From an optimization exercise on the open Yosys and OpenROAD flow, aimed at small area; shortcuts taken in it are not production practice. Only simulation tests tie the RTL to the original design; equivalence was not proved. Power and IR drop assume default switching activity.

==> flow/design.v <==
`timescale 1 ns / 1 ps
module rms_peak_core (
    input  wire        clk,
    input  wire        rst_n,
    input  wire        en,
    input  wire        bypass,
    input  wire        a15,
    input  wire [7:0]  bone,
    input  wire [7:0]  btwo,
    input  wire [7:0]  bneg,
    input  wire [15:0] din,
    output reg  [14:0] dout
);
    wire        sgn = din[15];
    wire [14:0] mag = (din[14:0] ^ {15{sgn}}) + {14'b0, sgn & (|din[14:0])};
    reg  [14:0] abs_val;
    reg  [30:0] env_acc;
    reg  [14:0] abs_val_d1;
    wire [14:0] env_hi = env_acc[30:16];
    wire s1 = abs_val[0] ^ ~env_acc[16] ^ 1'b1;
    wire c2 = (abs_val[0] & ~env_acc[16]) | (1'b1 & (abs_val[0] ^ ~env_acc[16]));
    wire s3 = abs_val[1] ^ ~env_acc[17] ^ c2;
    wire c4 = (abs_val[1] & ~env_acc[17]) | (c2 & (abs_val[1] ^ ~env_acc[17]));
    wire s5 = abs_val[2] ^ ~env_acc[18] ^ c4;
    wire c6 = (abs_val[2] & ~env_acc[18]) | (c4 & (abs_val[2] ^ ~env_acc[18]));
    wire s7 = abs_val[3] ^ ~env_acc[19] ^ c6;
    wire c8 = (abs_val[3] & ~env_acc[19]) | (c6 & (abs_val[3] ^ ~env_acc[19]));
    wire s9 = abs_val[4] ^ ~env_acc[20] ^ c8;
    wire c10 = (abs_val[4] & ~env_acc[20]) | (c8 & (abs_val[4] ^ ~env_acc[20]));
    wire s11 = abs_val[5] ^ ~env_acc[21] ^ c10;
    wire c12 = (abs_val[5] & ~env_acc[21]) | (c10 & (abs_val[5] ^ ~env_acc[21]));
    wire s13 = abs_val[6] ^ ~env_acc[22] ^ 1'b0;
    wire c14 = (abs_val[6] & ~env_acc[22]) | (1'b0 & (abs_val[6] ^ ~env_acc[22]));
    wire s15 = abs_val[7] ^ ~env_acc[23] ^ c14;
    wire c16 = (abs_val[7] & ~env_acc[23]) | (c14 & (abs_val[7] ^ ~env_acc[23]));
    wire s17 = abs_val[8] ^ ~env_acc[24] ^ c16;
    wire c18 = (abs_val[8] & ~env_acc[24]) | (c16 & (abs_val[8] ^ ~env_acc[24]));
    wire s19 = abs_val[9] ^ ~env_acc[25] ^ c18;
    wire c20 = (abs_val[9] & ~env_acc[25]) | (c18 & (abs_val[9] ^ ~env_acc[25]));
    wire s21 = abs_val[10] ^ ~env_acc[26] ^ c20;
    wire c22 = (abs_val[10] & ~env_acc[26]) | (c20 & (abs_val[10] ^ ~env_acc[26]));
    wire ci23 = s13 ^ c12;
    wire ci24 = s15 ^ (c12 & s13);
    wire pp_25 = s13 & s15;
    wire ci26 = s17 ^ (c12 & pp_25);
    wire pp_27 = pp_25 & s17;
    wire ci28 = s19 ^ (c12 & pp_27);
    wire pp_29 = pp_27 & s19;
    wire ci30 = s21 ^ (c12 & pp_29);
    wire pp_31 = pp_29 & s21;
    wire cb32 = c22 | (c12 & pp_31);
    wire s33 = abs_val[11] ^ ~env_acc[27] ^ 1'b0;
    wire c34 = (abs_val[11] & ~env_acc[27]) | (1'b0 & (abs_val[11] ^ ~env_acc[27]));
    wire s35 = abs_val[12] ^ ~env_acc[28] ^ c34;
    wire c36 = (abs_val[12] & ~env_acc[28]) | (c34 & (abs_val[12] ^ ~env_acc[28]));
    wire s37 = abs_val[13] ^ ~env_acc[29] ^ c36;
    wire c38 = (abs_val[13] & ~env_acc[29]) | (c36 & (abs_val[13] ^ ~env_acc[29]));
    wire s39 = abs_val[14] ^ ~env_acc[30] ^ c38;
    wire c40 = (abs_val[14] & ~env_acc[30]) | (c38 & (abs_val[14] ^ ~env_acc[30]));
    wire ci41 = s33 ^ cb32;
    wire ci42 = s35 ^ (cb32 & s33);
    wire pp_43 = s33 & s35;
    wire ci44 = s37 ^ (cb32 & pp_43);
    wire pp_45 = pp_43 & s37;
    wire ci46 = s39 ^ (cb32 & pp_45);
    wire pp_47 = pp_45 & s39;
    wire cb48 = c40 | (cb32 & pp_47);
    wire n49 = ~cb48;
    wire [15:0] diff = {n49, ci46, ci44, ci42, ci41, ci30, ci28, ci26, ci24, ci23, s11, s9, s7, s5, s3, s1};
    wire pp50 = ((bone[0] & diff[0]) | (btwo[0] & 1'b0)) ^ bneg[0];
    wire pp51 = ((bone[0] & diff[1]) | (btwo[0] & diff[0])) ^ bneg[0];
    wire pp52 = ((bone[0] & diff[2]) | (btwo[0] & diff[1])) ^ bneg[0];
    wire pp53 = ((bone[0] & diff[3]) | (btwo[0] & diff[2])) ^ bneg[0];
    wire pp54 = ((bone[0] & diff[4]) | (btwo[0] & diff[3])) ^ bneg[0];
    wire pp55 = ((bone[0] & diff[5]) | (btwo[0] & diff[4])) ^ bneg[0];
    wire pp56 = ((bone[0] & diff[6]) | (btwo[0] & diff[5])) ^ bneg[0];
    wire pp57 = ((bone[0] & diff[7]) | (btwo[0] & diff[6])) ^ bneg[0];
    wire pp58 = ((bone[0] & diff[8]) | (btwo[0] & diff[7])) ^ bneg[0];
    wire pp59 = ((bone[0] & diff[9]) | (btwo[0] & diff[8])) ^ bneg[0];
    wire pp60 = ((bone[0] & diff[10]) | (btwo[0] & diff[9])) ^ bneg[0];
    wire pp61 = ((bone[0] & diff[11]) | (btwo[0] & diff[10])) ^ bneg[0];
    wire pp62 = ((bone[0] & diff[12]) | (btwo[0] & diff[11])) ^ bneg[0];
    wire pp63 = ((bone[0] & diff[13]) | (btwo[0] & diff[12])) ^ bneg[0];
    wire pp64 = ((bone[0] & diff[14]) | (btwo[0] & diff[13])) ^ bneg[0];
    wire pp65 = ((bone[0] & diff[15]) | (btwo[0] & diff[14])) ^ bneg[0];
    wire pp66 = ((bone[0] & diff[15]) | (btwo[0] & diff[15])) ^ bneg[0];
    wire ns67 = ~pp66;
    wire pp68 = ((bone[1] & diff[0]) | (btwo[1] & 1'b0)) ^ bneg[1];
    wire pp69 = ((bone[1] & diff[1]) | (btwo[1] & diff[0])) ^ bneg[1];
    wire pp70 = ((bone[1] & diff[2]) | (btwo[1] & diff[1])) ^ bneg[1];
    wire pp71 = ((bone[1] & diff[3]) | (btwo[1] & diff[2])) ^ bneg[1];
    wire pp72 = ((bone[1] & diff[4]) | (btwo[1] & diff[3])) ^ bneg[1];
    wire pp73 = ((bone[1] & diff[5]) | (btwo[1] & diff[4])) ^ bneg[1];
    wire pp74 = ((bone[1] & diff[6]) | (btwo[1] & diff[5])) ^ bneg[1];
    wire pp75 = ((bone[1] & diff[7]) | (btwo[1] & diff[6])) ^ bneg[1];
    wire pp76 = ((bone[1] & diff[8]) | (btwo[1] & diff[7])) ^ bneg[1];
    wire pp77 = ((bone[1] & diff[9]) | (btwo[1] & diff[8])) ^ bneg[1];
    wire pp78 = ((bone[1] & diff[10]) | (btwo[1] & diff[9])) ^ bneg[1];
    wire pp79 = ((bone[1] & diff[11]) | (btwo[1] & diff[10])) ^ bneg[1];
    wire pp80 = ((bone[1] & diff[12]) | (btwo[1] & diff[11])) ^ bneg[1];
    wire pp81 = ((bone[1] & diff[13]) | (btwo[1] & diff[12])) ^ bneg[1];
    wire pp82 = ((bone[1] & diff[14]) | (btwo[1] & diff[13])) ^ bneg[1];
    wire pp83 = ((bone[1] & diff[15]) | (btwo[1] & diff[14])) ^ bneg[1];
    wire pp84 = ((bone[1] & diff[15]) | (btwo[1] & diff[15])) ^ bneg[1];
    wire ns85 = ~pp84;
    wire pp86 = ((bone[2] & diff[0]) | (btwo[2] & 1'b0)) ^ bneg[2];
    wire pp87 = ((bone[2] & diff[1]) | (btwo[2] & diff[0])) ^ bneg[2];
    wire pp88 = ((bone[2] & diff[2]) | (btwo[2] & diff[1])) ^ bneg[2];
    wire pp89 = ((bone[2] & diff[3]) | (btwo[2] & diff[2])) ^ bneg[2];
    wire pp90 = ((bone[2] & diff[4]) | (btwo[2] & diff[3])) ^ bneg[2];
    wire pp91 = ((bone[2] & diff[5]) | (btwo[2] & diff[4])) ^ bneg[2];
    wire pp92 = ((bone[2] & diff[6]) | (btwo[2] & diff[5])) ^ bneg[2];
    wire pp93 = ((bone[2] & diff[7]) | (btwo[2] & diff[6])) ^ bneg[2];
    wire pp94 = ((bone[2] & diff[8]) | (btwo[2] & diff[7])) ^ bneg[2];
    wire pp95 = ((bone[2] & diff[9]) | (btwo[2] & diff[8])) ^ bneg[2];
    wire pp96 = ((bone[2] & diff[10]) | (btwo[2] & diff[9])) ^ bneg[2];
    wire pp97 = ((bone[2] & diff[11]) | (btwo[2] & diff[10])) ^ bneg[2];
    wire pp98 = ((bone[2] & diff[12]) | (btwo[2] & diff[11])) ^ bneg[2];
    wire pp99 = ((bone[2] & diff[13]) | (btwo[2] & diff[12])) ^ bneg[2];
    wire pp100 = ((bone[2] & diff[14]) | (btwo[2] & diff[13])) ^ bneg[2];
    wire pp101 = ((bone[2] & diff[15]) | (btwo[2] & diff[14])) ^ bneg[2];
    wire pp102 = ((bone[2] & diff[15]) | (btwo[2] & diff[15])) ^ bneg[2];
    wire ns103 = ~pp102;
    wire pp104 = ((bone[3] & diff[0]) | (btwo[3] & 1'b0)) ^ bneg[3];
    wire pp105 = ((bone[3] & diff[1]) | (btwo[3] & diff[0])) ^ bneg[3];
    wire pp106 = ((bone[3] & diff[2]) | (btwo[3] & diff[1])) ^ bneg[3];
    wire pp107 = ((bone[3] & diff[3]) | (btwo[3] & diff[2])) ^ bneg[3];
    wire pp108 = ((bone[3] & diff[4]) | (btwo[3] & diff[3])) ^ bneg[3];
    wire pp109 = ((bone[3] & diff[5]) | (btwo[3] & diff[4])) ^ bneg[3];
    wire pp110 = ((bone[3] & diff[6]) | (btwo[3] & diff[5])) ^ bneg[3];
    wire pp111 = ((bone[3] & diff[7]) | (btwo[3] & diff[6])) ^ bneg[3];
    wire pp112 = ((bone[3] & diff[8]) | (btwo[3] & diff[7])) ^ bneg[3];
    wire pp113 = ((bone[3] & diff[9]) | (btwo[3] & diff[8])) ^ bneg[3];
    wire pp114 = ((bone[3] & diff[10]) | (btwo[3] & diff[9])) ^ bneg[3];
    wire pp115 = ((bone[3] & diff[11]) | (btwo[3] & diff[10])) ^ bneg[3];
    wire pp116 = ((bone[3] & diff[12]) | (btwo[3] & diff[11])) ^ bneg[3];
    wire pp117 = ((bone[3] & diff[13]) | (btwo[3] & diff[12])) ^ bneg[3];
    wire pp118 = ((bone[3] & diff[14]) | (btwo[3] & diff[13])) ^ bneg[3];
    wire pp119 = ((bone[3] & diff[15]) | (btwo[3] & diff[14])) ^ bneg[3];
    wire pp120 = ((bone[3] & diff[15]) | (btwo[3] & diff[15])) ^ bneg[3];
    wire ns121 = ~pp120;
    wire pp122 = ((bone[4] & diff[0]) | (btwo[4] & 1'b0)) ^ bneg[4];
    wire pp123 = ((bone[4] & diff[1]) | (btwo[4] & diff[0])) ^ bneg[4];
    wire pp124 = ((bone[4] & diff[2]) | (btwo[4] & diff[1])) ^ bneg[4];
    wire pp125 = ((bone[4] & diff[3]) | (btwo[4] & diff[2])) ^ bneg[4];
    wire pp126 = ((bone[4] & diff[4]) | (btwo[4] & diff[3])) ^ bneg[4];
    wire pp127 = ((bone[4] & diff[5]) | (btwo[4] & diff[4])) ^ bneg[4];
    wire pp128 = ((bone[4] & diff[6]) | (btwo[4] & diff[5])) ^ bneg[4];
    wire pp129 = ((bone[4] & diff[7]) | (btwo[4] & diff[6])) ^ bneg[4];
    wire pp130 = ((bone[4] & diff[8]) | (btwo[4] & diff[7])) ^ bneg[4];
    wire pp131 = ((bone[4] & diff[9]) | (btwo[4] & diff[8])) ^ bneg[4];
    wire pp132 = ((bone[4] & diff[10]) | (btwo[4] & diff[9])) ^ bneg[4];
    wire pp133 = ((bone[4] & diff[11]) | (btwo[4] & diff[10])) ^ bneg[4];
    wire pp134 = ((bone[4] & diff[12]) | (btwo[4] & diff[11])) ^ bneg[4];
    wire pp135 = ((bone[4] & diff[13]) | (btwo[4] & diff[12])) ^ bneg[4];
    wire pp136 = ((bone[4] & diff[14]) | (btwo[4] & diff[13])) ^ bneg[4];
    wire pp137 = ((bone[4] & diff[15]) | (btwo[4] & diff[14])) ^ bneg[4];
    wire pp138 = ((bone[4] & diff[15]) | (btwo[4] & diff[15])) ^ bneg[4];
    wire ns139 = ~pp138;
    wire pp140 = ((bone[5] & diff[0]) | (btwo[5] & 1'b0)) ^ bneg[5];
    wire pp141 = ((bone[5] & diff[1]) | (btwo[5] & diff[0])) ^ bneg[5];
    wire pp142 = ((bone[5] & diff[2]) | (btwo[5] & diff[1])) ^ bneg[5];
    wire pp143 = ((bone[5] & diff[3]) | (btwo[5] & diff[2])) ^ bneg[5];
    wire pp144 = ((bone[5] & diff[4]) | (btwo[5] & diff[3])) ^ bneg[5];
    wire pp145 = ((bone[5] & diff[5]) | (btwo[5] & diff[4])) ^ bneg[5];
    wire pp146 = ((bone[5] & diff[6]) | (btwo[5] & diff[5])) ^ bneg[5];
    wire pp147 = ((bone[5] & diff[7]) | (btwo[5] & diff[6])) ^ bneg[5];
    wire pp148 = ((bone[5] & diff[8]) | (btwo[5] & diff[7])) ^ bneg[5];
    wire pp149 = ((bone[5] & diff[9]) | (btwo[5] & diff[8])) ^ bneg[5];
    wire pp150 = ((bone[5] & diff[10]) | (btwo[5] & diff[9])) ^ bneg[5];
    wire pp151 = ((bone[5] & diff[11]) | (btwo[5] & diff[10])) ^ bneg[5];
    wire pp152 = ((bone[5] & diff[12]) | (btwo[5] & diff[11])) ^ bneg[5];
    wire pp153 = ((bone[5] & diff[13]) | (btwo[5] & diff[12])) ^ bneg[5];
    wire pp154 = ((bone[5] & diff[14]) | (btwo[5] & diff[13])) ^ bneg[5];
    wire pp155 = ((bone[5] & diff[15]) | (btwo[5] & diff[14])) ^ bneg[5];
    wire pp156 = ((bone[5] & diff[15]) | (btwo[5] & diff[15])) ^ bneg[5];
    wire ns157 = ~pp156;
    wire pp158 = ((bone[6] & diff[0]) | (btwo[6] & 1'b0)) ^ bneg[6];
    wire pp159 = ((bone[6] & diff[1]) | (btwo[6] & diff[0])) ^ bneg[6];
    wire pp160 = ((bone[6] & diff[2]) | (btwo[6] & diff[1])) ^ bneg[6];
    wire pp161 = ((bone[6] & diff[3]) | (btwo[6] & diff[2])) ^ bneg[6];
    wire pp162 = ((bone[6] & diff[4]) | (btwo[6] & diff[3])) ^ bneg[6];
    wire pp163 = ((bone[6] & diff[5]) | (btwo[6] & diff[4])) ^ bneg[6];
    wire pp164 = ((bone[6] & diff[6]) | (btwo[6] & diff[5])) ^ bneg[6];
    wire pp165 = ((bone[6] & diff[7]) | (btwo[6] & diff[6])) ^ bneg[6];
    wire pp166 = ((bone[6] & diff[8]) | (btwo[6] & diff[7])) ^ bneg[6];
    wire pp167 = ((bone[6] & diff[9]) | (btwo[6] & diff[8])) ^ bneg[6];
    wire pp168 = ((bone[6] & diff[10]) | (btwo[6] & diff[9])) ^ bneg[6];
    wire pp169 = ((bone[6] & diff[11]) | (btwo[6] & diff[10])) ^ bneg[6];
    wire pp170 = ((bone[6] & diff[12]) | (btwo[6] & diff[11])) ^ bneg[6];
    wire pp171 = ((bone[6] & diff[13]) | (btwo[6] & diff[12])) ^ bneg[6];
    wire pp172 = ((bone[6] & diff[14]) | (btwo[6] & diff[13])) ^ bneg[6];
    wire pp173 = ((bone[6] & diff[15]) | (btwo[6] & diff[14])) ^ bneg[6];
    wire pp174 = ((bone[6] & diff[15]) | (btwo[6] & diff[15])) ^ bneg[6];
    wire ns175 = ~pp174;
    wire pp176 = ((bone[7] & diff[0]) | (btwo[7] & 1'b0)) ^ bneg[7];
    wire pp177 = ((bone[7] & diff[1]) | (btwo[7] & diff[0])) ^ bneg[7];
    wire pp178 = ((bone[7] & diff[2]) | (btwo[7] & diff[1])) ^ bneg[7];
    wire pp179 = ((bone[7] & diff[3]) | (btwo[7] & diff[2])) ^ bneg[7];
    wire pp180 = ((bone[7] & diff[4]) | (btwo[7] & diff[3])) ^ bneg[7];
    wire pp181 = ((bone[7] & diff[5]) | (btwo[7] & diff[4])) ^ bneg[7];
    wire pp182 = ((bone[7] & diff[6]) | (btwo[7] & diff[5])) ^ bneg[7];
    wire pp183 = ((bone[7] & diff[7]) | (btwo[7] & diff[6])) ^ bneg[7];
    wire pp184 = ((bone[7] & diff[8]) | (btwo[7] & diff[7])) ^ bneg[7];
    wire pp185 = ((bone[7] & diff[9]) | (btwo[7] & diff[8])) ^ bneg[7];
    wire pp186 = ((bone[7] & diff[10]) | (btwo[7] & diff[9])) ^ bneg[7];
    wire pp187 = ((bone[7] & diff[11]) | (btwo[7] & diff[10])) ^ bneg[7];
    wire pp188 = ((bone[7] & diff[12]) | (btwo[7] & diff[11])) ^ bneg[7];
    wire pp189 = ((bone[7] & diff[13]) | (btwo[7] & diff[12])) ^ bneg[7];
    wire pp190 = ((bone[7] & diff[14]) | (btwo[7] & diff[13])) ^ bneg[7];
    wire pp191 = ((bone[7] & diff[15]) | (btwo[7] & diff[14])) ^ bneg[7];
    wire pp192 = ((bone[7] & diff[15]) | (btwo[7] & diff[15])) ^ bneg[7];
    wire ns193 = ~pp192;
    wire pp194 = diff[0] & a15;
    wire pp195 = diff[1] & a15;
    wire pp196 = diff[2] & a15;
    wire pp197 = diff[3] & a15;
    wire pp198 = diff[4] & a15;
    wire pp199 = diff[5] & a15;
    wire pp200 = diff[6] & a15;
    wire pp201 = diff[7] & a15;
    wire pp202 = diff[8] & a15;
    wire pp203 = diff[9] & a15;
    wire pp204 = diff[10] & a15;
    wire pp205 = diff[11] & a15;
    wire pp206 = diff[12] & a15;
    wire pp207 = diff[13] & a15;
    wire pp208 = diff[14] & a15;
    wire s209 = pp64 ^ pp80;
    wire c210 = pp64 & pp80;
    wire s211 = pp65 ^ pp81;
    wire c212 = pp65 & pp81;
    wire s213 = ns67 ^ pp82 ^ pp98;
    wire c214 = (ns67 & pp82) | (pp98 & (ns67 ^ pp82));
    wire s215 = pp114 ^ pp130;
    wire c216 = pp114 & pp130;
    wire s217 = pp83 ^ pp99 ^ pp115;
    wire c218 = (pp83 & pp99) | (pp115 & (pp83 ^ pp99));
    wire s219 = pp131 ^ pp147;
    wire c220 = pp131 & pp147;
    wire s221 = ns85 ^ pp100 ^ pp116;
    wire c222 = (ns85 & pp100) | (pp116 & (ns85 ^ pp100));
    wire s223 = pp101 ^ pp117;
    wire c224 = pp101 & pp117;
    wire s225 = pp58 ^ pp74;
    wire c226 = pp58 & pp74;
    wire s227 = pp59 ^ pp75;
    wire c228 = pp59 & pp75;
    wire s229 = pp60 ^ pp76 ^ pp92;
    wire c230 = (pp60 & pp76) | (pp92 & (pp60 ^ pp76));
    wire s231 = pp108 ^ pp124;
    wire c232 = pp108 & pp124;
    wire s233 = pp61 ^ pp77 ^ pp93;
    wire c234 = (pp61 & pp77) | (pp93 & (pp61 ^ pp77));
    wire s235 = pp109 ^ pp125;
    wire c236 = pp109 & pp125;
    wire s237 = pp62 ^ pp78 ^ pp94;
    wire c238 = (pp62 & pp78) | (pp94 & (pp62 ^ pp78));
    wire s239 = pp110 ^ pp126 ^ pp142;
    wire c240 = (pp110 & pp126) | (pp142 & (pp110 ^ pp126));
    wire s241 = pp158 ^ bneg[6];
    wire c242 = pp158 & bneg[6];
    wire s243 = pp63 ^ pp79 ^ pp95;
    wire c244 = (pp63 & pp79) | (pp95 & (pp63 ^ pp79));
    wire s245 = pp111 ^ pp127 ^ pp143;
    wire c246 = (pp111 & pp127) | (pp143 & (pp111 ^ pp127));
    wire s247 = pp159 ^ env_acc[13];
    wire c248 = pp159 & env_acc[13];
    wire s249 = s209 ^ pp96 ^ pp112;
    wire c250 = (s209 & pp96) | (pp112 & (s209 ^ pp96));
    wire s251 = pp128 ^ pp144 ^ pp160;
    wire c252 = (pp128 & pp144) | (pp160 & (pp128 ^ pp144));
    wire s253 = pp176 ^ bneg[7] ^ env_acc[14];
    wire c254 = (pp176 & bneg[7]) | (env_acc[14] & (pp176 ^ bneg[7]));
    wire s255 = c210 ^ s211 ^ pp97;
    wire c256 = (c210 & s211) | (pp97 & (c210 ^ s211));
    wire s257 = pp113 ^ pp129 ^ pp145;
    wire c258 = (pp113 & pp129) | (pp145 & (pp113 ^ pp129));
    wire s259 = pp161 ^ pp177 ^ env_acc[15];
    wire c260 = (pp161 & pp177) | (env_acc[15] & (pp161 ^ pp177));
    wire s261 = c212 ^ s213 ^ s215;
    wire c262 = (c212 & s213) | (s215 & (c212 ^ s213));
    wire s263 = pp146 ^ pp162 ^ pp178;
    wire c264 = (pp146 & pp162) | (pp178 & (pp146 ^ pp162));
    wire s265 = pp194 ^ 1'b1 ^ env_acc[16];
    wire c266 = (pp194 & 1'b1) | (env_acc[16] & (pp194 ^ 1'b1));
    wire s267 = c214 ^ c216 ^ s217;
    wire c268 = (c214 & c216) | (s217 & (c214 ^ c216));
    wire s269 = s219 ^ pp163 ^ pp179;
    wire c270 = (s219 & pp163) | (pp179 & (s219 ^ pp163));
    wire s271 = pp195 ^ 1'b1 ^ env_acc[17];
    wire c272 = (pp195 & 1'b1) | (env_acc[17] & (pp195 ^ 1'b1));
    wire s273 = c218 ^ c220 ^ s221;
    wire c274 = (c218 & c220) | (s221 & (c218 ^ c220));
    wire s275 = pp132 ^ pp148 ^ pp164;
    wire c276 = (pp132 & pp148) | (pp164 & (pp132 ^ pp148));
    wire s277 = pp180 ^ pp196 ^ env_acc[18];
    wire c278 = (pp180 & pp196) | (env_acc[18] & (pp180 ^ pp196));
    wire s279 = c222 ^ s223 ^ pp133;
    wire c280 = (c222 & s223) | (pp133 & (c222 ^ s223));
    wire s281 = pp149 ^ pp165 ^ pp181;
    wire c282 = (pp149 & pp165) | (pp181 & (pp149 ^ pp165));
    wire s283 = pp197 ^ 1'b1 ^ env_acc[19];
    wire c284 = (pp197 & 1'b1) | (env_acc[19] & (pp197 ^ 1'b1));
    wire s285 = c224 ^ ns103 ^ pp118;
    wire c286 = (c224 & ns103) | (pp118 & (c224 ^ ns103));
    wire s287 = pp134 ^ pp150 ^ pp166;
    wire c288 = (pp134 & pp150) | (pp166 & (pp134 ^ pp150));
    wire s289 = pp182 ^ pp198 ^ env_acc[20];
    wire c290 = (pp182 & pp198) | (env_acc[20] & (pp182 ^ pp198));
    wire s291 = pp119 ^ pp135 ^ pp151;
    wire c292 = (pp119 & pp135) | (pp151 & (pp119 ^ pp135));
    wire s293 = pp167 ^ pp183 ^ pp199;
    wire c294 = (pp167 & pp183) | (pp199 & (pp167 ^ pp183));
    wire s295 = 1'b1 ^ env_acc[21];
    wire c296 = 1'b1 & env_acc[21];
    wire s297 = ns121 ^ pp136 ^ pp152;
    wire c298 = (ns121 & pp136) | (pp152 & (ns121 ^ pp136));
    wire s299 = pp168 ^ pp184 ^ pp200;
    wire c300 = (pp168 & pp184) | (pp200 & (pp168 ^ pp184));
    wire s301 = pp137 ^ pp153 ^ pp169;
    wire c302 = (pp137 & pp153) | (pp169 & (pp137 ^ pp153));
    wire s303 = pp185 ^ pp201;
    wire c304 = pp185 & pp201;
    wire s305 = ns139 ^ pp154 ^ pp170;
    wire c306 = (ns139 & pp154) | (pp170 & (ns139 ^ pp154));
    wire s307 = pp155 ^ pp171;
    wire c308 = pp155 & pp171;
    wire s309 = pp54 ^ pp70;
    wire c310 = pp54 & pp70;
    wire s311 = pp55 ^ pp71;
    wire c312 = pp55 & pp71;
    wire s313 = pp56 ^ pp72 ^ pp88;
    wire c314 = (pp56 & pp72) | (pp88 & (pp56 ^ pp72));
    wire s315 = pp104 ^ bneg[3];
    wire c316 = pp104 & bneg[3];
    wire s317 = pp57 ^ pp73 ^ pp89;
    wire c318 = (pp57 & pp73) | (pp89 & (pp57 ^ pp73));
    wire s319 = pp105 ^ env_acc[7];
    wire c320 = pp105 & env_acc[7];
    wire s321 = s225 ^ pp90 ^ pp106;
    wire c322 = (s225 & pp90) | (pp106 & (s225 ^ pp90));
    wire s323 = pp122 ^ bneg[4] ^ env_acc[8];
    wire c324 = (pp122 & bneg[4]) | (env_acc[8] & (pp122 ^ bneg[4]));
    wire s325 = c226 ^ s227 ^ pp91;
    wire c326 = (c226 & s227) | (pp91 & (c226 ^ s227));
    wire s327 = pp107 ^ pp123 ^ env_acc[9];
    wire c328 = (pp107 & pp123) | (env_acc[9] & (pp107 ^ pp123));
    wire s329 = c228 ^ s229 ^ s231;
    wire c330 = (c228 & s229) | (s231 & (c228 ^ s229));
    wire s331 = pp140 ^ bneg[5] ^ env_acc[10];
    wire c332 = (pp140 & bneg[5]) | (env_acc[10] & (pp140 ^ bneg[5]));
    wire s333 = c230 ^ c232 ^ s233;
    wire c334 = (c230 & c232) | (s233 & (c230 ^ c232));
    wire s335 = s235 ^ pp141 ^ env_acc[11];
    wire c336 = (s235 & pp141) | (env_acc[11] & (s235 ^ pp141));
    wire s337 = c234 ^ c236 ^ s237;
    wire c338 = (c234 & c236) | (s237 & (c234 ^ c236));
    wire s339 = s239 ^ s241 ^ env_acc[12];
    wire c340 = (s239 & s241) | (env_acc[12] & (s239 ^ s241));
    wire s341 = c238 ^ c240 ^ c242;
    wire c342 = (c238 & c240) | (c242 & (c238 ^ c240));
    wire s343 = s243 ^ s245 ^ s247;
    wire c344 = (s243 & s245) | (s247 & (s243 ^ s245));
    wire s345 = c244 ^ c246 ^ c248;
    wire c346 = (c244 & c246) | (c248 & (c244 ^ c246));
    wire s347 = s249 ^ s251 ^ s253;
    wire c348 = (s249 & s251) | (s253 & (s249 ^ s251));
    wire s349 = c250 ^ c252 ^ c254;
    wire c350 = (c250 & c252) | (c254 & (c250 ^ c252));
    wire s351 = s255 ^ s257 ^ s259;
    wire c352 = (s255 & s257) | (s259 & (s255 ^ s257));
    wire s353 = c256 ^ c258 ^ c260;
    wire c354 = (c256 & c258) | (c260 & (c256 ^ c258));
    wire s355 = s261 ^ s263 ^ s265;
    wire c356 = (s261 & s263) | (s265 & (s261 ^ s263));
    wire s357 = c262 ^ c264 ^ c266;
    wire c358 = (c262 & c264) | (c266 & (c262 ^ c264));
    wire s359 = s267 ^ s269 ^ s271;
    wire c360 = (s267 & s269) | (s271 & (s267 ^ s269));
    wire s361 = c268 ^ c270 ^ c272;
    wire c362 = (c268 & c270) | (c272 & (c268 ^ c270));
    wire s363 = s273 ^ s275 ^ s277;
    wire c364 = (s273 & s275) | (s277 & (s273 ^ s275));
    wire s365 = c274 ^ c276 ^ c278;
    wire c366 = (c274 & c276) | (c278 & (c274 ^ c276));
    wire s367 = s279 ^ s281 ^ s283;
    wire c368 = (s279 & s281) | (s283 & (s279 ^ s281));
    wire s369 = c280 ^ c282 ^ c284;
    wire c370 = (c280 & c282) | (c284 & (c280 ^ c282));
    wire s371 = s285 ^ s287 ^ s289;
    wire c372 = (s285 & s287) | (s289 & (s285 ^ s287));
    wire s373 = c286 ^ c288 ^ c290;
    wire c374 = (c286 & c288) | (c290 & (c286 ^ c288));
    wire s375 = s291 ^ s293 ^ s295;
    wire c376 = (s291 & s293) | (s295 & (s291 ^ s293));
    wire s377 = c292 ^ c294 ^ c296;
    wire c378 = (c292 & c294) | (c296 & (c292 ^ c294));
    wire s379 = s297 ^ s299 ^ env_acc[22];
    wire c380 = (s297 & s299) | (env_acc[22] & (s297 ^ s299));
    wire s381 = c298 ^ c300 ^ s301;
    wire c382 = (c298 & c300) | (s301 & (c298 ^ c300));
    wire s383 = s303 ^ 1'b1 ^ env_acc[23];
    wire c384 = (s303 & 1'b1) | (env_acc[23] & (s303 ^ 1'b1));
    wire s385 = c302 ^ c304 ^ s305;
    wire c386 = (c302 & c304) | (s305 & (c302 ^ c304));
    wire s387 = pp186 ^ pp202 ^ env_acc[24];
    wire c388 = (pp186 & pp202) | (env_acc[24] & (pp186 ^ pp202));
    wire s389 = c306 ^ s307 ^ pp187;
    wire c390 = (c306 & s307) | (pp187 & (c306 ^ s307));
    wire s391 = pp203 ^ 1'b1 ^ env_acc[25];
    wire c392 = (pp203 & 1'b1) | (env_acc[25] & (pp203 ^ 1'b1));
    wire s393 = c308 ^ ns157 ^ pp172;
    wire c394 = (c308 & ns157) | (pp172 & (c308 ^ ns157));
    wire s395 = pp188 ^ pp204 ^ env_acc[26];
    wire c396 = (pp188 & pp204) | (env_acc[26] & (pp188 ^ pp204));
    wire s397 = pp173 ^ pp189 ^ pp205;
    wire c398 = (pp173 & pp189) | (pp205 & (pp173 ^ pp189));
    wire s399 = 1'b1 ^ env_acc[27];
    wire c400 = 1'b1 & env_acc[27];
    wire s401 = ns175 ^ pp190 ^ pp206;
    wire c402 = (ns175 & pp190) | (pp206 & (ns175 ^ pp190));
    wire s403 = pp191 ^ pp207;
    wire c404 = pp191 & pp207;
    wire s405 = pp52 ^ pp68;
    wire c406 = pp52 & pp68;
    wire s407 = pp53 ^ pp69;
    wire c408 = pp53 & pp69;
    wire s409 = s309 ^ pp86 ^ bneg[2];
    wire c410 = (s309 & pp86) | (bneg[2] & (s309 ^ pp86));
    wire s411 = c310 ^ s311 ^ pp87;
    wire c412 = (c310 & s311) | (pp87 & (c310 ^ s311));
    wire s413 = c312 ^ s313 ^ s315;
    wire c414 = (c312 & s313) | (s315 & (c312 ^ s313));
    wire s415 = c314 ^ c316 ^ s317;
    wire c416 = (c314 & c316) | (s317 & (c314 ^ c316));
    wire s417 = c318 ^ c320 ^ s321;
    wire c418 = (c318 & c320) | (s321 & (c318 ^ c320));
    wire s419 = c322 ^ c324 ^ s325;
    wire c420 = (c322 & c324) | (s325 & (c322 ^ c324));
    wire s421 = c326 ^ c328 ^ s329;
    wire c422 = (c326 & c328) | (s329 & (c326 ^ c328));
    wire s423 = c330 ^ c332 ^ s333;
    wire c424 = (c330 & c332) | (s333 & (c330 ^ c332));
    wire s425 = c334 ^ c336 ^ s337;
    wire c426 = (c334 & c336) | (s337 & (c334 ^ c336));
    wire s427 = c338 ^ c340 ^ s341;
    wire c428 = (c338 & c340) | (s341 & (c338 ^ c340));
    wire s429 = c342 ^ c344 ^ s345;
    wire c430 = (c342 & c344) | (s345 & (c342 ^ c344));
    wire s431 = c346 ^ c348 ^ s349;
    wire c432 = (c346 & c348) | (s349 & (c346 ^ c348));
    wire s433 = c350 ^ c352 ^ s353;
    wire c434 = (c350 & c352) | (s353 & (c350 ^ c352));
    wire s435 = c354 ^ c356 ^ s357;
    wire c436 = (c354 & c356) | (s357 & (c354 ^ c356));
    wire s437 = c358 ^ c360 ^ s361;
    wire c438 = (c358 & c360) | (s361 & (c358 ^ c360));
    wire s439 = c362 ^ c364 ^ s365;
    wire c440 = (c362 & c364) | (s365 & (c362 ^ c364));
    wire s441 = c366 ^ c368 ^ s369;
    wire c442 = (c366 & c368) | (s369 & (c366 ^ c368));
    wire s443 = c370 ^ c372 ^ s373;
    wire c444 = (c370 & c372) | (s373 & (c370 ^ c372));
    wire s445 = c374 ^ c376 ^ s377;
    wire c446 = (c374 & c376) | (s377 & (c374 ^ c376));
    wire s447 = c378 ^ c380 ^ s381;
    wire c448 = (c378 & c380) | (s381 & (c378 ^ c380));
    wire s449 = c382 ^ c384 ^ s385;
    wire c450 = (c382 & c384) | (s385 & (c382 ^ c384));
    wire s451 = c386 ^ c388 ^ s389;
    wire c452 = (c386 & c388) | (s389 & (c386 ^ c388));
    wire s453 = c390 ^ c392 ^ s393;
    wire c454 = (c390 & c392) | (s393 & (c390 ^ c392));
    wire s455 = c394 ^ c396 ^ s397;
    wire c456 = (c394 & c396) | (s397 & (c394 ^ c396));
    wire s457 = c398 ^ c400 ^ s401;
    wire c458 = (c398 & c400) | (s401 & (c398 ^ c400));
    wire s459 = c402 ^ s403 ^ 1'b1;
    wire c460 = (c402 & s403) | (1'b1 & (c402 ^ s403));
    wire s461 = c404 ^ ns193 ^ pp208;
    wire c462 = (c404 & ns193) | (pp208 & (c404 ^ ns193));
    wire s463 = pp50 ^ bneg[0];
    wire c464 = pp50 & bneg[0];
    wire s465 = pp51 ^ env_acc[1];
    wire c466 = pp51 & env_acc[1];
    wire s467 = s405 ^ bneg[1] ^ env_acc[2];
    wire c468 = (s405 & bneg[1]) | (env_acc[2] & (s405 ^ bneg[1]));
    wire s469 = c406 ^ s407 ^ env_acc[3];
    wire c470 = (c406 & s407) | (env_acc[3] & (c406 ^ s407));
    wire s471 = c408 ^ s409 ^ env_acc[4];
    wire c472 = (c408 & s409) | (env_acc[4] & (c408 ^ s409));
    wire s473 = c410 ^ s411 ^ env_acc[5];
    wire c474 = (c410 & s411) | (env_acc[5] & (c410 ^ s411));
    wire s475 = c412 ^ s413 ^ env_acc[6];
    wire c476 = (c412 & s413) | (env_acc[6] & (c412 ^ s413));
    wire s477 = c414 ^ s415 ^ s319;
    wire c478 = (c414 & s415) | (s319 & (c414 ^ s415));
    wire s479 = c416 ^ s417 ^ s323;
    wire c480 = (c416 & s417) | (s323 & (c416 ^ s417));
    wire s481 = c418 ^ s419 ^ s327;
    wire c482 = (c418 & s419) | (s327 & (c418 ^ s419));
    wire s483 = c420 ^ s421 ^ s331;
    wire c484 = (c420 & s421) | (s331 & (c420 ^ s421));
    wire s485 = c422 ^ s423 ^ s335;
    wire c486 = (c422 & s423) | (s335 & (c422 ^ s423));
    wire s487 = c424 ^ s425 ^ s339;
    wire c488 = (c424 & s425) | (s339 & (c424 ^ s425));
    wire s489 = c426 ^ s427 ^ s343;
    wire c490 = (c426 & s427) | (s343 & (c426 ^ s427));
    wire s491 = c428 ^ s429 ^ s347;
    wire c492 = (c428 & s429) | (s347 & (c428 ^ s429));
    wire s493 = c430 ^ s431 ^ s351;
    wire c494 = (c430 & s431) | (s351 & (c430 ^ s431));
    wire s495 = c432 ^ s433 ^ s355;
    wire c496 = (c432 & s433) | (s355 & (c432 ^ s433));
    wire s497 = c434 ^ s435 ^ s359;
    wire c498 = (c434 & s435) | (s359 & (c434 ^ s435));
    wire s499 = c436 ^ s437 ^ s363;
    wire c500 = (c436 & s437) | (s363 & (c436 ^ s437));
    wire s501 = c438 ^ s439 ^ s367;
    wire c502 = (c438 & s439) | (s367 & (c438 ^ s439));
    wire s503 = c440 ^ s441 ^ s371;
    wire c504 = (c440 & s441) | (s371 & (c440 ^ s441));
    wire s505 = c442 ^ s443 ^ s375;
    wire c506 = (c442 & s443) | (s375 & (c442 ^ s443));
    wire s507 = c444 ^ s445 ^ s379;
    wire c508 = (c444 & s445) | (s379 & (c444 ^ s445));
    wire s509 = c446 ^ s447 ^ s383;
    wire c510 = (c446 & s447) | (s383 & (c446 ^ s447));
    wire s511 = c448 ^ s449 ^ s387;
    wire c512 = (c448 & s449) | (s387 & (c448 ^ s449));
    wire s513 = c450 ^ s451 ^ s391;
    wire c514 = (c450 & s451) | (s391 & (c450 ^ s451));
    wire s515 = c452 ^ s453 ^ s395;
    wire c516 = (c452 & s453) | (s395 & (c452 ^ s453));
    wire s517 = c454 ^ s455 ^ s399;
    wire c518 = (c454 & s455) | (s399 & (c454 ^ s455));
    wire s519 = c456 ^ s457 ^ env_acc[28];
    wire c520 = (c456 & s457) | (env_acc[28] & (c456 ^ s457));
    wire s521 = c458 ^ s459 ^ env_acc[29];
    wire c522 = (c458 & s459) | (env_acc[29] & (c458 ^ s459));
    wire s523 = c460 ^ s461 ^ env_acc[30];
    wire c524 = (c460 & s461) | (env_acc[30] & (c460 ^ s461));
    wire s525 = s463 ^ env_acc[0] ^ 1'b0;
    wire c526 = (s463 & env_acc[0]) | (1'b0 & (s463 ^ env_acc[0]));
    wire s527 = c464 ^ s465 ^ c526;
    wire c528 = (c464 & s465) | (c526 & (c464 ^ s465));
    wire s529 = c466 ^ s467 ^ c528;
    wire c530 = (c466 & s467) | (c528 & (c466 ^ s467));
    wire s531 = c468 ^ s469 ^ c530;
    wire c532 = (c468 & s469) | (c530 & (c468 ^ s469));
    wire s533 = c470 ^ s471 ^ c532;
    wire c534 = (c470 & s471) | (c532 & (c470 ^ s471));
    wire s535 = c472 ^ s473 ^ c534;
    wire c536 = (c472 & s473) | (c534 & (c472 ^ s473));
    wire s537 = c474 ^ s475 ^ c536;
    wire c538 = (c474 & s475) | (c536 & (c474 ^ s475));
    wire s539 = c476 ^ s477 ^ c538;
    wire c540 = (c476 & s477) | (c538 & (c476 ^ s477));
    wire s541 = c478 ^ s479 ^ c540;
    wire c542 = (c478 & s479) | (c540 & (c478 ^ s479));
    wire s543 = c480 ^ s481 ^ c542;
    wire c544 = (c480 & s481) | (c542 & (c480 ^ s481));
    wire s545 = c482 ^ s483 ^ c544;
    wire c546 = (c482 & s483) | (c544 & (c482 ^ s483));
    wire s547 = c484 ^ s485 ^ c546;
    wire c548 = (c484 & s485) | (c546 & (c484 ^ s485));
    wire s549 = c486 ^ s487 ^ c548;
    wire c550 = (c486 & s487) | (c548 & (c486 ^ s487));
    wire s551 = c488 ^ s489 ^ c550;
    wire c552 = (c488 & s489) | (c550 & (c488 ^ s489));
    wire s553 = c490 ^ s491 ^ 1'b0;
    wire c554 = (c490 & s491) | (1'b0 & (c490 ^ s491));
    wire s555 = c492 ^ s493 ^ c554;
    wire c556 = (c492 & s493) | (c554 & (c492 ^ s493));
    wire s557 = c494 ^ s495 ^ c556;
    wire c558 = (c494 & s495) | (c556 & (c494 ^ s495));
    wire s559 = c496 ^ s497 ^ c558;
    wire c560 = (c496 & s497) | (c558 & (c496 ^ s497));
    wire s561 = c498 ^ s499 ^ c560;
    wire c562 = (c498 & s499) | (c560 & (c498 ^ s499));
    wire s563 = c500 ^ s501 ^ c562;
    wire c564 = (c500 & s501) | (c562 & (c500 ^ s501));
    wire ci565 = s553 ^ c552;
    wire ci566 = s555 ^ (c552 & s553);
    wire pp_567 = s553 & s555;
    wire ci568 = s557 ^ (c552 & pp_567);
    wire pp_569 = pp_567 & s557;
    wire ci570 = s559 ^ (c552 & pp_569);
    wire pp_571 = pp_569 & s559;
    wire ci572 = s561 ^ (c552 & pp_571);
    wire pp_573 = pp_571 & s561;
    wire ci574 = s563 ^ (c552 & pp_573);
    wire pp_575 = pp_573 & s563;
    wire cb576 = c564 | (c552 & pp_575);
    wire s577 = c502 ^ s503 ^ 1'b0;
    wire c578 = (c502 & s503) | (1'b0 & (c502 ^ s503));
    wire s579 = c504 ^ s505 ^ c578;
    wire c580 = (c504 & s505) | (c578 & (c504 ^ s505));
    wire s581 = c506 ^ s507 ^ c580;
    wire c582 = (c506 & s507) | (c580 & (c506 ^ s507));
    wire s583 = c508 ^ s509 ^ c582;
    wire c584 = (c508 & s509) | (c582 & (c508 ^ s509));
    wire s585 = c510 ^ s511 ^ c584;
    wire c586 = (c510 & s511) | (c584 & (c510 ^ s511));
    wire s587 = c512 ^ s513 ^ c586;
    wire c588 = (c512 & s513) | (c586 & (c512 ^ s513));
    wire ci589 = s577 ^ cb576;
    wire ci590 = s579 ^ (cb576 & s577);
    wire pp_591 = s577 & s579;
    wire ci592 = s581 ^ (cb576 & pp_591);
    wire pp_593 = pp_591 & s581;
    wire ci594 = s583 ^ (cb576 & pp_593);
    wire pp_595 = pp_593 & s583;
    wire ci596 = s585 ^ (cb576 & pp_595);
    wire pp_597 = pp_595 & s585;
    wire ci598 = s587 ^ (cb576 & pp_597);
    wire pp_599 = pp_597 & s587;
    wire cb600 = c588 | (cb576 & pp_599);
    wire s601 = c514 ^ s515 ^ 1'b0;
    wire c602 = (c514 & s515) | (1'b0 & (c514 ^ s515));
    wire s603 = c516 ^ s517 ^ c602;
    wire c604 = (c516 & s517) | (c602 & (c516 ^ s517));
    wire s605 = c518 ^ s519 ^ c604;
    wire c606 = (c518 & s519) | (c604 & (c518 ^ s519));
    wire s607 = c520 ^ s521 ^ c606;
    wire c608 = (c520 & s521) | (c606 & (c520 ^ s521));
    wire s609 = c522 ^ s523 ^ c608;
    wire c610 = (c522 & s523) | (c608 & (c522 ^ s523));
    wire ci611 = s601 ^ cb600;
    wire ci612 = s603 ^ (cb600 & s601);
    wire pp_613 = s601 & s603;
    wire ci614 = s605 ^ (cb600 & pp_613);
    wire pp_615 = pp_613 & s605;
    wire ci616 = s607 ^ (cb600 & pp_615);
    wire pp_617 = pp_615 & s607;
    wire ci618 = s609 ^ (cb600 & pp_617);
    wire pp_619 = pp_617 & s609;
    wire cb620 = c610 | (cb600 & pp_619);
    wire [30:0] nxt = {ci618, ci616, ci614, ci612, ci611, ci598, ci596, ci594, ci592, ci590, ci589, ci574, ci572, ci570, ci568, ci566, ci565, s551, s549, s547, s545, s543, s541, s539, s537, s535, s533, s531, s529, s527, s525};
    always @(posedge clk) begin
        if (!rst_n)
            env_acc <= 31'd0;
        else if (1'b1)
            env_acc <= nxt;
    end
    always @(posedge clk) begin
        if (!rst_n) begin
            abs_val    <= 15'd0;
            abs_val_d1 <= 15'd0;
            dout       <= 15'd0;
        end else if (en) begin
            abs_val    <= mag;
            abs_val_d1 <= abs_val;
            dout       <= bypass ? abs_val_d1 : env_hi;
        end
    end
endmodule
`timescale 1 ns / 1 ps
module rms_peak_axis #(
    parameter integer C_S_AXI_DATA_WIDTH = 32,
    parameter integer C_S_AXI_ADDR_WIDTH = 4,
    parameter integer AUDIO_WIDTH        = 16,
    parameter integer ALPHA_WIDTH        = 16,
    parameter integer CORE_LATENCY       = 3
)(
    input  wire aclk,
    input  wire aresetn,
    input  wire [31:0] s_axis_tdata,
    input  wire        s_axis_tlast,
    input  wire        s_axis_tvalid,
    output wire        s_axis_tready,
    output wire [31:0] m_axis_tdata,
    output wire        m_axis_tlast,
    output wire        m_axis_tvalid,
    input  wire        m_axis_tready,
    input  wire [C_S_AXI_ADDR_WIDTH-1:0] s_axi_awaddr,
    input  wire                          s_axi_awvalid,
    output wire                          s_axi_awready,
    input  wire [C_S_AXI_DATA_WIDTH-1:0] s_axi_wdata,
    input  wire [3:0]                    s_axi_wstrb,
    input  wire                          s_axi_wvalid,
    output wire                          s_axi_wready,
    output wire [1:0]                    s_axi_bresp,
    output wire                          s_axi_bvalid,
    input  wire                          s_axi_bready,
    input  wire [C_S_AXI_ADDR_WIDTH-1:0] s_axi_araddr,
    input  wire                          s_axi_arvalid,
    output wire                          s_axi_arready,
    output wire [C_S_AXI_DATA_WIDTH-1:0] s_axi_rdata,
    output wire [1:0]                    s_axi_rresp,
    output wire                          s_axi_rvalid,
    input  wire                          s_axi_rready
);
    reg [31:0] reg_ctrl;
    reg [31:0] reg_alpha;
    reg        axi_awready, axi_bvalid;
    reg        axi_arready, axi_rvalid;
    reg [31:0] axi_rdata;
    assign s_axi_awready = axi_awready;
    assign s_axi_wready  = axi_awready;
    assign s_axi_bvalid  = axi_bvalid;
    assign s_axi_bresp   = 2'b00;
    assign s_axi_arready = axi_arready;
    assign s_axi_rvalid  = axi_rvalid;
    assign s_axi_rresp   = 2'b00;
    assign s_axi_rdata   = axi_rdata;
    always @(posedge aclk) begin
        if (!aresetn) begin
            axi_awready <= 1'b0;
            axi_bvalid  <= 1'b0;
            reg_ctrl    <= 32'h0000_0001;
            reg_alpha   <= 32'h0000_0800;
        end else begin
            axi_awready <= !axi_awready && s_axi_awvalid && s_axi_wvalid;
            if (axi_awready && s_axi_awaddr[3:2] == 2'h0) reg_ctrl  <= s_axi_wdata;
            if (axi_awready && s_axi_awaddr[3:2] == 2'h1) reg_alpha <= s_axi_wdata;
            if (axi_awready)
                axi_bvalid <= 1'b1;
            else if (s_axi_bready)
                axi_bvalid <= 1'b0;
        end
    end
    always @(posedge aclk) begin
        if (!aresetn) begin
            axi_arready <= 1'b0;
            axi_rvalid  <= 1'b0;
            axi_rdata   <= 32'b0;
        end else begin
            axi_arready <= !axi_arready && s_axi_arvalid;
            if (axi_arready && !axi_rvalid) begin
                axi_rvalid <= 1'b1;
                case (s_axi_araddr[3:2])
                    2'h0:    axi_rdata <= reg_ctrl;
                    2'h1:    axi_rdata <= reg_alpha;
                    default: axi_rdata <= 32'b0;
                endcase
            end else if (s_axi_rready) begin
                axi_rvalid <= 1'b0;
            end
        end
    end
    wire global_en = reg_ctrl[0];
    wire core_ce   = s_axis_tvalid && m_axis_tready && global_en;
    reg [2:0] valid_pipe;
    reg [2:0] last_pipe;
    wire [14:0] out_l, out_r;
    wire [16:0] a_ext = {reg_alpha[15:0], 1'b0};
    wire [7:0]  bone, btwo, bneg;
    genvar k;
    generate
        for (k = 0; k < 8; k = k + 1) begin : g_booth
            wire x2 = (2*k+2 <= 16) ? a_ext[2*k+2] : 1'b0;
            wire x1 = a_ext[2*k+1];
            wire x0 = a_ext[2*k];
            assign bone[k] = (x1 ^ x0) & core_ce;
            assign btwo[k] = ((x2 & ~x1 & ~x0) | (~x2 & x1 & x0)) & core_ce;
            assign bneg[k] = x2 & ~(x1 & x0) & core_ce;
        end
    endgenerate
    wire a15 = reg_alpha[15] & core_ce;
    rms_peak_core u_rms_l (
        .clk(aclk), .rst_n(aresetn), .en(core_ce), .bypass(reg_ctrl[1]),
        .bone(bone), .btwo(btwo), .bneg(bneg), .a15(a15),
        .din(s_axis_tdata[15:0]), .dout(out_l)
    );
    rms_peak_core u_rms_r (
        .clk(aclk), .rst_n(aresetn), .en(core_ce), .bypass(reg_ctrl[1]),
        .bone(bone), .btwo(btwo), .bneg(bneg), .a15(a15),
        .din(s_axis_tdata[31:16]), .dout(out_r)
    );
    always @(posedge aclk) begin
        if (!aresetn) begin
            valid_pipe <= 3'b0;
            last_pipe  <= 3'b0;
        end else if (m_axis_tready) begin
            valid_pipe <= {valid_pipe[1:0], s_axis_tvalid && global_en};
            last_pipe  <= {last_pipe[1:0], s_axis_tlast};
        end
    end
    assign s_axis_tready = m_axis_tready;
    assign m_axis_tdata  = {1'b0, out_r, 1'b0, out_l};
    assign m_axis_tvalid = valid_pipe[2];
    assign m_axis_tlast  = last_pipe[2];
endmodule
==> flow/flow/run.sh <==
#!/bin/bash
# Standard ORFS layout (the standard.sh, standard synthesis unchanged) with
# three changes: port buffers are the smallest buffer (buf_1) instead of the
# delay cell buffer_ports picks by default, CTS uses sky130_fd_sc_hd__clkbuf_8 and inserts no dummy
# clock loads. Each make step logs to orfs/logs/...; make's own output goes to
# flow_make.log.
set -euo pipefail
bash standard.sh \
  'BUFFER_PORTS_ARGS=-buffer_cell sky130_fd_sc_hd__buf_1' \
  'CTS_ARGS=-sink_clustering_enable -repair_clock_nets -dont_use_dummy_load -buf_list sky130_fd_sc_hd__clkbuf_8' \
  finish > flow_make.log 2>&1
==> flow/standard.sh <==
#!/bin/bash
# synth_recipe.tcl (not shown) runs the flow's synth.tcl, then flattens the netlist and writes it again
# the make line also repeats each setting of config.mk as NAME=value (left out here)
make -C /OpenROAD-flow-scripts/flow DESIGN_CONFIG=/design/flow/config.mk WORK_HOME=/design/flow/orfs CLKGATE_MAP_FILE= SYNTH_SCRIPT=/design/flow/synth_recipe.tcl "${@:-finish}"
==> flow/config.mk <==
export PLATFORM = sky130hd
export DESIGN_NAME = rms_peak_axis
export DESIGN_NICKNAME = rms_peak_axis
export VERILOG_FILES = /design/flow/design.v
export SDC_FILE = /design/flow/constraint.sdc
export NUM_CORES = 4
export LEC_CHECK = 0
export ABC_AREA = 1
export CAP_MARGIN = 20
export CORE_MARGIN = 2
export CORE_UTILIZATION = 60
export SLEW_MARGIN = 20
==> flow/constraint.sdc <==
create_clock -name core_clock -period 12.0 [get_ports {aclk}]
set_input_delay 2.4000 -clock core_clock [delete_from_list [all_inputs] [get_ports {aclk}]]
set_output_delay 2.4000 -clock core_clock [all_outputs]
set_load 0.01 [all_outputs]
==> results of run 1 <==
==> layer usage <==
metal	part of all wire, %	GRT usage [%]	routed length, um
met4	3.1	11.2	1970
met3	6.9	4.79	4350
met5	0	0	0
met2	47	50.2	29700
met1	43	42.3	27300
==> synthesized netlist by cell type, types with 7 or more instances <==
| cell type | n | area (um^2) |
|---|---|---|
| buf_2 | 44 | 220 |
| xor2_1 | 275 | 2410 |
| o21ai_0 | 199 | 996 |
| dfxtp_1 | 258 | 5160 |
| nand4_1 | 12 | 75.1 |
| nor3_1 | 11 | 55.1 |
| nand3_1 | 44 | 220 |
| or2_2 | 7 | 43.8 |
| a31oi_1 | 33 | 206 |
| ha_1 | 89 | 1110 |
| o22ai_1 | 270 | 1690 |
| xnor2_1 | 40 | 350 |
| inv_1 | 573 | 2150 |
| nand2_1 | 299 | 1120 |
| o21bai_1 | 15 | 113 |
| nor2_1 | 86 | 323 |
| nor4_1 | 9 | 56.3 |
| buf_1 | 16 | 60.1 |
| a21oi_1 | 162 | 811 |
| buf_4 | 10 | 75.1 |
| fa_1 | 320 | 6410 |
| clkbuf_1 | 124 | 465 |
==> per-stage QoR <==
stage                     utilization [%]  worst slack (ns)
after floorplan                         -              2.42
after global placement               62.3             0.903
after detailed placement             62.3             0.814
after CTS                            63.9              1.43
after global routing                 63.9             0.968
final                                63.9              1.37
==> sequential cells by signal (all words and copies together) (netlist names), 3 cells and up <==
signal              count
axi_rdata              32
reg_alpha              32
reg_ctrl               32
u_rms_l.env_acc        31
u_rms_r.env_acc        31
u_rms_l.abs_val        15
u_rms_l.abs_val_d1     15
u_rms_l.dout           15
u_rms_r.abs_val        15
u_rms_r.abs_val_d1     15
u_rms_r.dout           15
last_pipe               3
valid_pipe              3
==> layout by cell type (no fill, tap or decap), types with 7 or more instances in the layout <==
master | Yosys | layout
inv_1 | 573 | 573
xor2_1 | 275 | 275
inv_2 | 6 | 7
o22ai_1 | 270 | 270
fa_1 | 320 | 320
nor4_1 | 9 | 9
a31oi_1 | 33 | 33
clkbuf_8 | 0 | 46
dfxtp_1 | 258 | 258
a21oi_1 | 162 | 162
nor3_1 | 11 | 11
or2_2 | 7 | 7
buf_4 | 10 | 42
nand2_1 | 299 | 297
nor2_1 | 86 | 85
ha_1 | 89 | 89
nand3_1 | 44 | 44
o21bai_1 | 15 | 15
nand4_1 | 12 | 12
o21ai_0 | 199 | 199
buf_1 | 16 | 146
xnor2_1 | 40 | 40
==> worst register-to-register path: cells and delay by family (launching register included) <==
family / cells / cell delay, ns
xor gates and xnor gates: 3 / 1.15
DFF: 1 / 0.41
buffers and inverters: 6 / 0.36
and+or+nand+nor: 6 / 0.67
AOI/OAI and AO/OA: 1 / 0.24
adders and majority gates: 19 / 7.14
==> worst min-delay path by stage <==
| stage | start | slack, ns | endpoint |
|---|---|---|---|
| floorplan | reg_alpha[16] | 0.43 | reg_alpha[16] |
| global placement | axi_arready | 0.43 | axi_arready |
| detailed placement | reg_ctrl[14] | 0.45 | reg_ctrl[14] |
| CTS | reg_ctrl[14] | 0.45 | reg_ctrl[14] |
| global route | reg_ctrl[11] | 0.47 | reg_ctrl[11] |
| finish | reg_ctrl[13] | 0.45 | reg_ctrl[13] |
==> kinds of logic (layout without fill, tap and decap cells) <==
kind of cell	after synthesis	after routing	synth area share (%)
buffers and inverters	783	820	12.4
AOI/OAI and AO/OA	696	696	16.0
and+or+nand+nor	485	485	8.44
adders and majority gates	409	409	30.5
xor gates and xnor gates	317	317	11.3
DFF	258	258	21.0
muxes	6	6	0.244
other	1	6	0.0152
==> layout make-up <==
type | count | share of cell area [%]
tap | 532 | 2.56
multi-input combinational | 1919 | 63.3
inverter | 585 | 8.46
clock buffer | 46 | 2.44
timing repair buffer | 189 | 3.35
sequential | 258 | 19.9
==> report_power, final <==
part / leakage, nW / internal (W) / total (W) / switching (W)
clock network: 0.331 / 0.000336 / 0.000671 / 0.000335
logic: 8.87 / 0.00160 / 0.00426 / 0.00267
registers: 2.11 / 0.000990 / 0.00107 / 0.0000829
total: 11.3 / 0.00292 / 0.00601 / 0.00309
==> impl_metrics.ini, run 1 <==
[timing]
max_freq_mhz = 94.1
finalSetupViolCount = 0
hold-worst-slack_ns = 0.452
post-route-period-util_pct = 88.6
hold_viol = 0
tightest_slew_ns = 1.17
relSlewSlack_pct = 21.9
finalMaxSlewViolations = 0
tns_ns = 0
min_period_ns = 10.63
finClkSkew_ns = 0.0870
rsz0062_at_grt = no

[clock_network]
cts_root_buf = clkbuf_8
clk_latency_ns = 0.64
cts_inserted_buffers = 46
hold_buffers = 0
cts_tree = built
h-tree-depth = 2
clock_path_buffers = 3
post_cts_buffers = 0
clk_pin_slew_ns = 0.05
cts_sinks = 258
ctsResizeCount = 0

[layout]
drive_above_1_share_pct = 4.20
design_area_um2 = 26000
finalNonFillerCells = 3529
num_antenna_cells = 0
layout.nets = 3494
multiInputGateArea_um2 = 16400
regArea_um2 = 5160
syn2layout_area_growth_pct = 5.47
n_fill_cell = 3637

[floorplanning]
num_rows = 74
die_w_um = 207
die_area_um2 = 42700
io_pins = 162
initial_core_util_pct = 60.6
placeableCoreArea_um2 = 40600
die_h_um = 207

[power]
irDropWorstVdd_v = 0.000268
p_total_w = 0.00601
p_per_area_nw_per_um2 = 231
total_leakage_power_nw = 11.3

[global_route]
first_global_vias = 20200
overflow = 0
grt_pass1_wl_mm = 105
grt_usage_pct = 31.0
grt_max_degree = 102
antenna_found_initial = 0

[min_path]
hold_depth = 2
worstHoldPathType = flop to flop

[detailed_routing]
drt_iter0_drc = 1419
viasPerCell = 5.71
post_drt_wl_per_cell_um = 17.9
final_antenna_net_count = 0
first_pass_iters = 8
vias = 20100
routed_wl_mm = 63.3
remaining_drc_errors = 0

[setup_path]
r2r-start = u_rms_l.env_acc[16]
critical_path_required_ns = 12.45
critPathCaptureType = flop
crit_path_start = m_axis_tready
cp_num_cells = 31
critPathLaunchType = input port
timing.rr.end = u_rms_l.env_acc[27]
crit_arrival_ns = 11.08
setup.worst_path.end = u_rms_l.env_acc[27]
critPathBufInv = 5
crit_type = input port to flop
cpPeakStageDelay_ns = 0.71
crit_family = adder cells
slowest_stage = fa_1
ff2ff_path_depth = 35
r2r_slack_ns = 1.92
crit_fanout = 12
crit_path_frequent_cell = fa_1

[logic_synthesis]
seq_area_frac_synth_pct = 21.0
synth.distinct_cells = 43
synth_edf_count = 0
syn_area_um2 = 24600
postSynth.asyncResetShare_pct = 0
yosys_warnings = 2
ys_ff_latch = 258
synth_area_per_cell_um2 = 8.33
ys.flop_type = dfxtp_1
netlist_instances = 2955

[place]
placed_area_um2 = 25300
dp.cells = 3483
gp_congestion = 0.882
hpwl_mm = 46.0
io_buffers = 147

[run_status]
outcome = timing/DRC/antenna clean

[run]
max-cap-violations = 0
==> run 2, diff against run 1 <==
==> flow/flow/run.sh (replaced) <==
#!/bin/bash
# Standard ORFS layout (the standard.sh, standard synthesis unchanged) with
# three changes: port buffers are the smallest buffer (buf_1) instead of the
# delay cell buffer_ports picks by default, CTS uses clkbuf_4 in leaf clusters of at most 8 sinks and inserts no dummy
# clock loads. Each make step logs to orfs/logs/...; make's own output goes to
# flow_make.log.
set -euo pipefail
bash standard.sh \
  'BUFFER_PORTS_ARGS=-buffer_cell sky130_fd_sc_hd__buf_1' \
  'CTS_ARGS=-sink_clustering_enable -repair_clock_nets -dont_use_dummy_load -buf_list sky130_fd_sc_hd__clkbuf_4 -sink_clustering_size 8 -sink_clustering_max_diameter 50' \
  finish > flow_make.log 2>&1
==> run 2 against run 1 <==
  * First-iteration DRC count increased by 7.9%
  * Count of clock-buffer cells in the layout down 5
  * Largest cell class unchanged
  * Critical path depth did not move
  * Combinational power is essentially flat
  * Global-route usage down 0.082 points
  * Highest routed layer unchanged
  * Final area down 1.2%
  * Core utilization down 0.79 points
  * Clock power decreased by 31%
  * Non-clock buffer count unchanged
  * Die area did not move
  * Fmax is 1.7% higher
  * Via count fell by 0.54%
==> impl_metrics.ini, run 2 <==
[clock_network]
cts_inserted_buffers = 41
clk_pin_slew_ns = 0.09
cts_tree = built
h-tree-depth = 2
ctsResizeCount = 0
clk_latency_ns = 0.75
hold_buffers = 0
cts_root_buf = clkbuf_4
clock_path_buffers = 3
cts_sinks = 258
post_cts_buffers = 0

[setup_path]
r2r-start = u_rms_l.env_acc[16]
crit_fanout = 12
cpPeakStageDelay_ns = 0.71
critical_path_required_ns = 12.59
slowest_stage = fa_1
r2r_slack_ns = 1.86
timing.rr.end = u_rms_l.env_acc[27]
critPathLaunchType = input port
crit_type = input port to flop
crit_path_start = m_axis_tready
crit_arrival_ns = 11.04
critPathCaptureType = flop
crit_path_frequent_cell = fa_1
ff2ff_path_depth = 35

[min_path]
worstHoldStart = reg_ctrl[26]
hold_depth = 2
worstHoldPathType = flop to flop
hold_end = reg_ctrl[26]

[run_status]
outcome = timing/DRC/antenna clean

[logic_synthesis]
synth_area_per_cell_um2 = 8.33
yosysMostFrequentCell = inv_1
syn_area_um2 = 24600
ys_ff_latch = 258
seq_area_frac_synth_pct = 21.0
netlist_instances = 2955
synth_xor_area_share_pct = 11.3
synth.distinct_cells = 43
synth-simple-area-share_pct = 8.44
ys.flop_type = dfxtp_1
yosysTopAreaCell = fa_1
synthTopCellsByCount = inv_1 (573), fa_1 (320), nand2_1 (299)
synth_top_family_by_area = adder cells
synthMuxAreaShare_pct = 0.244
synth_top_area_share_pct = 26.0
synth_compound_area_share_pct = 16.0
yosys_warnings = 2
postSynth.asyncResetShare_pct = 0
synth_edf_count = 0
ys_top_cells_by_area = fa_1 (26%), dfxtp_1 (21%), xor2_1 (9.8%)
synth_fa_ha_area_share_pct = 30.5

[global_route]
first_global_vias = 20100
antenna_found_initial = 1
grt_usage_pct = 30.9
overflow = 0
grt_pass1_wl_mm = 104
grt_max_degree = 102

[detailed_routing]
vias = 20000
post_drt_wl_per_cell_um = 17.9
first_pass_iters = 6
final_antenna_net_count = 0
viasPerCell = 5.68
routed_wl_mm = 63.0
remaining_drc_errors = 0
drt_iter0_drc = 1531

[floorplanning]
num_rows = 74
die_w_um = 207
io_pins = 162
die_h_um = 207
die_area_um2 = 42700
initial_core_util_pct = 60.6
placeableCoreArea_um2 = 40600

[timing]
tns_ns = 0
tightest_slew_ns = 1.17
layout_setup_ws_ns = 1.55
finalMaxSlewViolations = 0
hold-worst-slack_ns = 0.456
post-route-period-util_pct = 87.1
finalSetupViolCount = 0
rsz0062_at_grt = no
relSlewSlack_pct = 22.0
finClkSkew_ns = 0.0515
max_freq_mhz = 95.7
hold_viol = 0
min_period_ns = 10.45

[power]
p_per_area_nw_per_um2 = 226
irDropWorstVdd_v = 0.000265
total_leakage_power_nw = 11.2

[layout]
syn2layout_area_growth_pct = 4.16
top_regs = axi_rdata: 32 flops, reg_alpha: 32 flops, reg_ctrl: 32 flops
design_area_um2 = 25600
finalNonFillerCells = 3525
layout.nets = 3489
final_common_cell = inv_1
drive_above_1_share_pct = 4.04
layout_common_cells = inv_1 (573), fa_1 (320), nand2_1 (297), xor2_1 (275), o22ai_1 (270)

[place]
pre_cts_slack_ns = 0.814
dp.cells = 3483
placed_area_um2 = 25300
gp_congestion = 0.882
hpwl_mm = 46.0
io_buffers = 147

[run]
max-cap-violations = 0
## run 2: worst max-delay path: cells and delay by family
kind | cells | cell delay, ns
xor gates and xnor gates | 1 | 0.15
adders and majority gates | 14 | 5.23
buffers and inverters | 5 | 1.25
and+or+nand+nor | 11 | 1.97
## run 2: logic make-up after synthesis
kind of cell               count (synthesis)
AOI/OAI and AO/OA                        696
xor gates and xnor gates                 317
adders and majority gates                409
buffers and inverters                    783
DFF                                      258
muxes                                      6
other                                      1
and+or+nand+nor                          485
## run 2: area by class of cell
| class | instances | area, um^2 |
|---|---|---|
| fill | 3662 | 15000 |
| sequential | 258 | 5160 |
| timing repair buffer | 189 | 871 |
| multi-input combinational | 1919 | 16400 |
| antenna | 1 | 2.50 |
| inverter | 585 | 2200 |
| clock buffer | 41 | 308 |
| tap | 532 | 666 |
## run 2: through the flow
step / power, W / utilization [%]
6_report: 0.00580 / 63.1
5_1_grt: 0.00651 / 63.1
4_1_cts: 0.00580 / 63.1
3_5_place_dp: 0.00530 / 62.3
3_3_place_gp: 0.00522 / 62.3
2_1_floorplan: 0.00431 / -
## run 2: how the worst max path moves through the flow
stage	to	slack, ns	cells after the start
global route	u_rms_r.env_acc[27]	1.12	31
CTS	u_rms_l.env_acc[27]	1.59	31
detailed placement	u_rms_l.env_acc[27]	0.81	31
finish	u_rms_l.env_acc[27]	1.55	31
floorplan	u_rms_l.env_acc[27]	2.42	36
global placement	u_rms_r.env_acc[27]	0.90	31
## run 2: routing by layer
metal / routed length, um / track usage (%)
met1: 27400 / 42.4
met2: 29500 / 50.1
met3: 4040 / 4.32
met4: 2050 / 11.3
met5: 0 / 0
## run 2: report_power, final
part | switching [W] | internal (W)
clock | 0.000304 | 0.000157
combinational | 0.00267 | 0.00160
sequential | 0.0000818 | 0.000988
total | 0.00306 | 0.00274

## afterwards: timing with drivers on the ports
The results above use ideal ports. As a check the final layouts listed here were re-extracted and re-timed, cells and wires unchanged.
Step 1 (the two cells are an assumption about what drives the block):
set clk [get_ports {aclk}]
set_driving_cell -lib_cell sky130_fd_sc_hd__clkbuf_16 $clk
set_driving_cell -lib_cell sky130_fd_sc_hd__buf_2 [delete_from_list [all_inputs] $clk]
Step 2 times the ports against the registers' clock, not the clock port: input delays grow and output delays shrink by t, the midpoint of the rising clock arrivals with the driver on.
Slacks: ideal ports / drivers / drivers and shift; pairs: ideal ports / drivers.
| run | shift t [ns] | setup slack, ns | worst register clock-pin slew, ns | worst data-port slew with drivers (ns) |
|---|---|---|---|---|
| run 1 | 0.651 | 1.372 / 1.405 / 0.754 | 0.06 / 0.06 | 0.05 |
| run 2 | 0.779 | 1.549 / 1.576 / 0.797 | 0.09 / 0.09 | 0.05 |
After both steps setup and hold are still met in every run listed. For run 2, which loses most, drivers alone change the setup slack by +0.027 ns; drivers and shift together by -0.752 ns.
